Context: an optimization exercise on an open-source flow, tuned for small area. The choices shown serve that exercise and are no tape-out recipe.
Function was checked by simulation only, so behaviour that the tests miss may differ from the original.
Power is estimated from default activity; no workload was simulated.

==> run a: inputs <==
==> flow/design.v (excerpt) <==
module source(copy_memory, instruction, r1, r2, r3, clk);
input wire [11:0] instruction;
input wire clk;
output reg [7:0] r1;
output reg [7:0] r2;
output reg [7:0] r3;
output wire [63:0] copy_memory;
reg [7:0] mem0, mem1, mem2, mem3, mem4, mem5, mem6, mem7;
assign copy_memory = {mem7, mem6, mem5, mem4, mem3, mem2, mem1, mem0};
wire [2:0] op = instruction[11:9];
wire [2:0] fa = instruction[8:6];
wire [2:0] fb = instruction[5:3];
wire [2:0] fd = instruction[2:0];
wire nalu, nalu_a, nalu_b, alu, alu_d, add, x01, isshift;
wire [3:0] tt;
g_nor3 u_nalu (.a(op[2]), .b(op[1]), .c(op[0]), .y(nalu));      
g_nor3 u_nalu_a (.a(op[2]), .b(op[1]), .c(op[0]), .y(nalu_a));  
g_nor3 u_nalu_b (.a(op[2]), .b(op[1]), .c(op[0]), .y(nalu_b));
g_or3 u_alu (.a(op[2]), .b(op[1]), .c(op[0]), .y(alu));
g_or3 u_alu_d (.a(op[2]), .b(op[1]), .c(op[0]), .y(alu_d));    
g_and3 u_add (.a(op[2]), .b(op[1]), .c(op[0]), .y(add));        
g_xor2 u_x01 (.a(op[1]), .b(op[0]), .y(x01));
g_and2 u_sh (.a(op[2]), .b(x01), .y(isshift));                 
g_nor3b u_t0 (.a(op[1]), .b(op[0]), .cn(op[2]), .y(tt[0]));   
g_mux2 u_t2 (.a0(x01), .a1(add), .s(op[2]), .y(tt[2]));       
g_or2 u_t1 (.a(tt[2]), .b(tt[0]), .y(tt[1]));                 
g_nor2b u_t3 (.a(op[2]), .bn(op[1]), .y(tt[3]));              
wire [7:0] sa, sb;
wire [1:0] ha, hb;    
  ...
Settings: LEC_CHECK=0, ABC_AREA=1, CAP_MARGIN=0, CORE_MARGIN=2, CORE_UTILIZATION=60, GPL_TIMING_DRIVEN=0, SLEW_MARGIN=0, SYNTH_HIERARCHICAL=1, SYNTH_MINIMUM_KEEP_SIZE=0; clock period 5.5 ns.
standard.sh (not shown) runs the stock make flow with config.mk's settings and CLKGATE_MAP_FILE= SYNTH_SCRIPT=/design/flow/synth_recipe.tcl, a recipe that flattens the netlist after the stock synthesis.
==> flow/flow/run.sh <==
#!/bin/bash
# The standard ORFS layout (standard.sh) with these changes:
#  - ABC maps for area only (flow/abc_area.script: no buffering or upsizing);
#    synthesis is otherwise the standard one, so the registers are unchanged;
#  - the weak *_0 cells are added to the platform's don't-use list (flow/dont_use.txt
#    is the platform's list plus those), so each gate gets its _1 cell of equal area;
#  - port buffers are the smallest buffer, sky130_fd_sc_hd__buf_1;
#  - clock tree synthesis adds no dummy loads.
# Each ORFS step writes its full log under orfs/logs; make's output goes to make_finish.log.
set -euo pipefail
W=$PWD
SD=$W/scripts_mod
rm -rf "$SD"
cp -r "$FLOW_HOME/scripts" "$SD"
cp "$W/flow/abc_area.script" "$SD/abc_area.script"
bash "$W/standard.sh" SCRIPTS_DIR="$SD" \
  DONT_USE_CELLS="$(cat "$W/flow/dont_use.txt")" \
  BUFFER_PORTS_ARGS="-buffer_cell sky130_fd_sc_hd__buf_1" \
  CTS_ARGS="-sink_clustering_enable -repair_clock_nets -dont_use_dummy_load" \
  finish > "$W/make_finish.log" 2>&1
Other scripts of this flow, unchanged in this note and not shown: flow/flow/abc_area.script, flow/flow/dont_use.txt
==> inputs of run b, as changes to run a <==
--- a/flow/design.v
+++ b/flow/design.v
@@ -8,39 +8,38 @@
 output wire [63:0] copy_memory;
 reg [7:0] mem0, mem1, mem2, mem3, mem4, mem5, mem6, mem7;
 assign copy_memory = {mem7, mem6, mem5, mem4, mem3, mem2, mem1, mem0};
 wire [2:0] op = instruction[11:9];
 wire [2:0] fa = instruction[8:6];
 wire [2:0] fb = instruction[5:3];
 wire [2:0] fd = instruction[2:0];
-wire nalu, nalu_a, nalu_b, alu, alu_d, add, x01, isshift;
+wire nalu, nalu_a, nalu_b, alu, add, x01, isshift;
 wire [3:0] tt;
 g_nor3 u_nalu (.a(op[2]), .b(op[1]), .c(op[0]), .y(nalu));      
 g_nor3 u_nalu_a (.a(op[2]), .b(op[1]), .c(op[0]), .y(nalu_a));  
 g_nor3 u_nalu_b (.a(op[2]), .b(op[1]), .c(op[0]), .y(nalu_b));
 g_or3 u_alu (.a(op[2]), .b(op[1]), .c(op[0]), .y(alu));
-g_or3 u_alu_d (.a(op[2]), .b(op[1]), .c(op[0]), .y(alu_d));    
 g_and3 u_add (.a(op[2]), .b(op[1]), .c(op[0]), .y(add));        
 g_xor2 u_x01 (.a(op[1]), .b(op[0]), .y(x01));
 g_and2 u_sh (.a(op[2]), .b(x01), .y(isshift));                 
 g_nor3b u_t0 (.a(op[1]), .b(op[0]), .cn(op[2]), .y(tt[0]));   
 g_mux2 u_t2 (.a0(x01), .a1(add), .s(op[2]), .y(tt[2]));       
 g_or2 u_t1 (.a(tt[2]), .b(tt[0]), .y(tt[1]));                 
 g_nor2b u_t3 (.a(op[2]), .bn(op[1]), .y(tt[3]));              
 wire [7:0] sa, sb;
 wire [1:0] ha, hb;    
 wire [3:0] la, lb;    
-g_nand2b u_ha0 (.an(fa[2]), .b(alu_d), .y(ha[0]));
-g_nand2 u_ha1 (.a(alu_d), .b(fa[2]), .y(ha[1]));
+g_or2 u_ha0 (.a(nalu_a), .b(fa[2]), .y(ha[0]));
+g_nand2b u_ha1 (.an(nalu_a), .b(fa[2]), .y(ha[1]));
 g_or2 u_la0 (.a(fa[1]), .b(fa[0]), .y(la[0]));
 g_nand2b u_la1 (.an(fa[1]), .b(fa[0]), .y(la[1]));
 g_nand2b u_la2 (.an(fa[0]), .b(fa[1]), .y(la[2]));
 g_nand2 u_la3 (.a(fa[1]), .b(fa[0]), .y(la[3]));
-g_nand2b u_hb0 (.an(fb[2]), .b(alu_d), .y(hb[0]));
-g_nand2 u_hb1 (.a(alu_d), .b(fb[2]), .y(hb[1]));
+g_or2 u_hb0 (.a(nalu_b), .b(fb[2]), .y(hb[0]));
+g_nand2b u_hb1 (.an(nalu_b), .b(fb[2]), .y(hb[1]));
 g_or2 u_lb0 (.a(fb[1]), .b(fb[0]), .y(lb[0]));
 g_nand2b u_lb1 (.an(fb[1]), .b(fb[0]), .y(lb[1]));
 g_nand2b u_lb2 (.an(fb[0]), .b(fb[1]), .y(lb[2]));
 g_nand2 u_lb3 (.a(fb[1]), .b(fb[0]), .y(lb[3]));
 genvar k, i;
 generate for (k = 0; k < 8; k = k + 1) begin : dec_ab
 	g_nor2 u_da (.a(ha[k/4]), .b(la[k%4]), .y(sa[k]));
==> inputs of run c, as changes to run a <==
--- a/flow/design.v
+++ b/flow/design.v
@@ -8,47 +8,41 @@
 output wire [63:0] copy_memory;
 reg [7:0] mem0, mem1, mem2, mem3, mem4, mem5, mem6, mem7;
 assign copy_memory = {mem7, mem6, mem5, mem4, mem3, mem2, mem1, mem0};
 wire [2:0] op = instruction[11:9];
 wire [2:0] fa = instruction[8:6];
 wire [2:0] fb = instruction[5:3];
 wire [2:0] fd = instruction[2:0];
-wire nalu, nalu_a, nalu_b, alu, alu_d, add, x01, isshift;
+wire nalu, nalu_a, nalu_b, alu, alu_a, alu_b, add, x01, isshift;
 wire [3:0] tt;
 g_nor3 u_nalu (.a(op[2]), .b(op[1]), .c(op[0]), .y(nalu));      
 g_nor3 u_nalu_a (.a(op[2]), .b(op[1]), .c(op[0]), .y(nalu_a));  
 g_nor3 u_nalu_b (.a(op[2]), .b(op[1]), .c(op[0]), .y(nalu_b));
 g_or3 u_alu (.a(op[2]), .b(op[1]), .c(op[0]), .y(alu));
-g_or3 u_alu_d (.a(op[2]), .b(op[1]), .c(op[0]), .y(alu_d));    
+g_or3 u_alu_a (.a(op[2]), .b(op[1]), .c(op[0]), .y(alu_a));
+g_or3 u_alu_b (.a(op[2]), .b(op[1]), .c(op[0]), .y(alu_b));
 g_and3 u_add (.a(op[2]), .b(op[1]), .c(op[0]), .y(add));        
 g_xor2 u_x01 (.a(op[1]), .b(op[0]), .y(x01));
 g_and2 u_sh (.a(op[2]), .b(x01), .y(isshift));                 
 g_nor3b u_t0 (.a(op[1]), .b(op[0]), .cn(op[2]), .y(tt[0]));   
 g_mux2 u_t2 (.a0(x01), .a1(add), .s(op[2]), .y(tt[2]));       
 g_or2 u_t1 (.a(tt[2]), .b(tt[0]), .y(tt[1]));                 
 g_nor2b u_t3 (.a(op[2]), .bn(op[1]), .y(tt[3]));              
+wire [2:0] fan, fbn;
 wire [7:0] sa, sb;
-wire [1:0] ha, hb;    
-wire [3:0] la, lb;    
-g_nand2b u_ha0 (.an(fa[2]), .b(alu_d), .y(ha[0]));
-g_nand2 u_ha1 (.a(alu_d), .b(fa[2]), .y(ha[1]));
-g_or2 u_la0 (.a(fa[1]), .b(fa[0]), .y(la[0]));
-g_nand2b u_la1 (.an(fa[1]), .b(fa[0]), .y(la[1]));
-g_nand2b u_la2 (.an(fa[0]), .b(fa[1]), .y(la[2]));
-g_nand2 u_la3 (.a(fa[1]), .b(fa[0]), .y(la[3]));
-g_nand2b u_hb0 (.an(fb[2]), .b(alu_d), .y(hb[0]));
-g_nand2 u_hb1 (.a(alu_d), .b(fb[2]), .y(hb[1]));
-g_or2 u_lb0 (.a(fb[1]), .b(fb[0]), .y(lb[0]));
-g_nand2b u_lb1 (.an(fb[1]), .b(fb[0]), .y(lb[1]));
-g_nand2b u_lb2 (.an(fb[0]), .b(fb[1]), .y(lb[2]));
-g_nand2 u_lb3 (.a(fb[1]), .b(fb[0]), .y(lb[3]));
 genvar k, i;
+generate for (i = 0; i < 3; i = i + 1) begin : inv_ab
+	g_inv u_ia (.a(fa[i]), .y(fan[i]));
+	g_inv u_ib (.a(fb[i]), .y(fbn[i]));
+end endgenerate
 generate for (k = 0; k < 8; k = k + 1) begin : dec_ab
-	g_nor2 u_da (.a(ha[k/4]), .b(la[k%4]), .y(sa[k]));
-	g_nor2 u_db (.a(hb[k/4]), .b(lb[k%4]), .y(sb[k]));
+	g_and4 u_da (.a(alu_a), .b(k[2] ? fa[2] : fan[2]), .c(k[1] ? fa[1] : fan[1]),
+		.d(k[0] ? fa[0] : fan[0]), .y(sa[k]));
+	g_and4 u_db (.a(alu_b), .b(k[2] ? fb[2] : fbn[2]), .c(k[1] ? fb[1] : fbn[1]),
+		.d(k[0] ? fb[0] : fbn[0]), .y(sb[k]));
 end endgenerate
 wire [7:0] a, b;
 generate for (i = 0; i < 8; i = i + 1) begin : rd
 	wire a1, a2, a3, b1, b2, b3;
 	g_a222oi u_a1 (.a1(sa[0]), .a2(mem0[i]), .b1(sa[1]), .b2(mem1[i]), .c1(sa[2]), .c2(mem2[i]), .y(a1));
 	g_a222oi u_a2 (.a1(sa[3]), .a2(mem3[i]), .b1(sa[4]), .b2(mem4[i]), .c1(sa[5]), .c2(mem5[i]), .y(a2));
 	g_a222oi u_a3 (.a1(sa[6]), .a2(mem6[i]), .b1(sa[7]), .b2(mem7[i]), .c1(nalu_a), .c2(r1[i]), .y(a3));
@@ -88,24 +82,17 @@
 	g_mux2i u_s (.a0(fb[i]), .a1(b[i]), .s(op[0]), .y(sn[i]));
 	g_inv u_si (.a(sn[i]), .y(sp[i]));
 end endgenerate
 g_nor4 u_hi (.a(b[7]), .b(b[6]), .c(b[5]), .d(b[4]), .y(hi));     
 g_or2b u_big (.a(b[3]), .bn(hi), .y(big));                     
 g_a21boi u_en (.a1(op[0]), .a2(big), .b1n(isshift), .y(en));     
 wire [7:0] d;
-wire [1:0] hd;    
-wire [3:0] ld;    
-g_nand2 u_hd0 (.a(en), .b(sn[2]), .y(hd[0]));
-g_nand2 u_hd1 (.a(en), .b(sp[2]), .y(hd[1]));
-g_nand2 u_ld0 (.a(sn[1]), .b(sn[0]), .y(ld[0]));
-g_nand2 u_ld1 (.a(sn[1]), .b(sp[0]), .y(ld[1]));
-g_nand2 u_ld2 (.a(sp[1]), .b(sn[0]), .y(ld[2]));
-g_nand2 u_ld3 (.a(sp[1]), .b(sp[0]), .y(ld[3]));
 generate for (k = 0; k < 8; k = k + 1) begin : sdec
-	g_nor2 u_d (.a(hd[k/4]), .b(ld[k%4]), .y(d[k]));
+	g_and4 u_d (.a(en), .b(k[2] ? sp[2] : sn[2]), .c(k[1] ? sp[1] : sn[1]),
+		.d(k[0] ? sp[0] : sn[0]), .y(d[k]));
 end endgenerate
 wire [7:0] res;
 wire r0n;
 g_a221oi u_r0 (.a1(d[0]), .a2(a[0]), .b1(nalu), .b2(instruction[0]), .c1(lu[0]), .y(r0n));
 g_inv u_r0i (.a(r0n), .y(res[0]));
 wire r1a;
 g_a222oi u_r1a (.a1(d[0]), .a2(a[1]), .b1(d[1]), .b2(a[0]), .c1(nalu), .c2(instruction[1]), .y(r1a));
@@ -139,21 +126,17 @@
 g_nand4 u_r7 (.a(r7a), .b(r7b), .c(r7c), .d(ln[7]), .y(res[7]));
 wire [2:0] wn, wp;
 wire [7:0] we;
 generate for (i = 0; i < 3; i = i + 1) begin : wadr
 	g_mux2i u_w (.a0(fd[i]), .a1(fa[i]), .s(nalu), .y(wn[i]));
 	g_inv u_wi (.a(wn[i]), .y(wp[i]));
 end endgenerate
-wire [3:0] lw;    
-g_nand2 u_lw0 (.a(wn[1]), .b(wn[0]), .y(lw[0]));
-g_nand2 u_lw1 (.a(wn[1]), .b(wp[0]), .y(lw[1]));
-g_nand2 u_lw2 (.a(wp[1]), .b(wn[0]), .y(lw[2]));
-g_nand2 u_lw3 (.a(wp[1]), .b(wp[0]), .y(lw[3]));
 generate for (k = 0; k < 8; k = k + 1) begin : wdec
-	g_nor2 u_we (.a(k[2] ? wn[2] : wp[2]), .b(lw[k%4]), .y(we[k]));
+	g_and3 u_we (.a(k[2] ? wp[2] : wn[2]), .b(k[1] ? wp[1] : wn[1]),
+		.c(k[0] ? wp[0] : wn[0]), .y(we[k]));
 end endgenerate
 always @(posedge clk) begin
 	r1 <= a;
 	r2 <= b;
 	if (alu) r3 <= res;
 	if (we[0]) mem0 <= res;
 	if (we[1]) mem1 <= res;
@@ -221,17 +204,14 @@
 endmodule
 module g_nor2(input a, input b, output y);
 	assign y = ~(a | b);
 endmodule
 module g_or3(input a, input b, input c, output y);
 	assign y = a | b | c;
 endmodule
-module g_nand2b(input an, input b, output y);
-	assign y = an | ~b;
-endmodule
 module g_and4(input a, input b, input c, input d, output y);
 	assign y = a & b & c & d;
 endmodule
 module g_xnor2(input a, input b, output y);
 	assign y = ~(a ^ b);
 endmodule
 module g_a22oi(input a1, input a2, input b1, input b2, output y);
==> qor summary <==
item                                                      run c           run a            run b
Xor/xnor cell area share of the yosys netlist            0.0173          0.0176           0.0176
Pwr Density                                          334 nW/µm²      341 nW/µm²       342 nW/µm²
Largest fanout on the critical path                          13              12               10
Post-DP HPWL                                            9.16 mm         9.34 mm          9.42 mm
Final core area utilization                               0.724           0.717            0.721
P_seq                                                    877 µW          875 µW           875 µW
Dpl ws                                                 -2.54 ps        -43.2 ps          -669 ps
Fin nets                                                    401             416              416
Clock tree cell share of total cell area                 0.0267          0.0271           0.0269
Outcome                                timing/DRC/antenna clean  timing/DRC/antenna clean  timing/DRC/antenna clean
GR Util met3                                             0.0606           0.119           0.0730
Post-detailed-routing wire length                       13.0 mm         13.0 mm          13.4 mm
Comb power                                               330 µW          338 µW           344 µW
Met1 demand-to-capacity share in global routing           0.530           0.497            0.512
Setup crit start                                 instruction[9]  instruction[9]  instruction[10]
Met2 routed WL                                          5.86 mm         5.93 mm          6.11 mm

## what the ideal ports hide
In the flow no input, the clock included, has a driving cell. The finished layouts below were timed again as built, in two steps. Step 1: set_driving_cell puts a clkbuf_16 on clk and a buf_2 on each other input, an assumption about the parent block. Step 2 also shifts input and output timing later by t, the mid clock arrival at the registers, as if the neighbouring blocks saw the same clock. Slacks: ideal ports / drivers / drivers and shift; pairs: ideal ports / drivers.
run	t, ns	slack for setup (ns)	cell pins on the clock port's net
run a	0.379	0.226 / 0.237 / -0.142	1
run b	0.385	0.179 / 0.190 / -0.195	1
run c	0.374	0.257 / 0.262 / -0.112	1
Met with ideal ports but missed after step 2: setup timing in every run listed. For run b, which loses most, drivers alone change the setup slack by +0.011 ns; drivers and shift together by -0.374 ns.
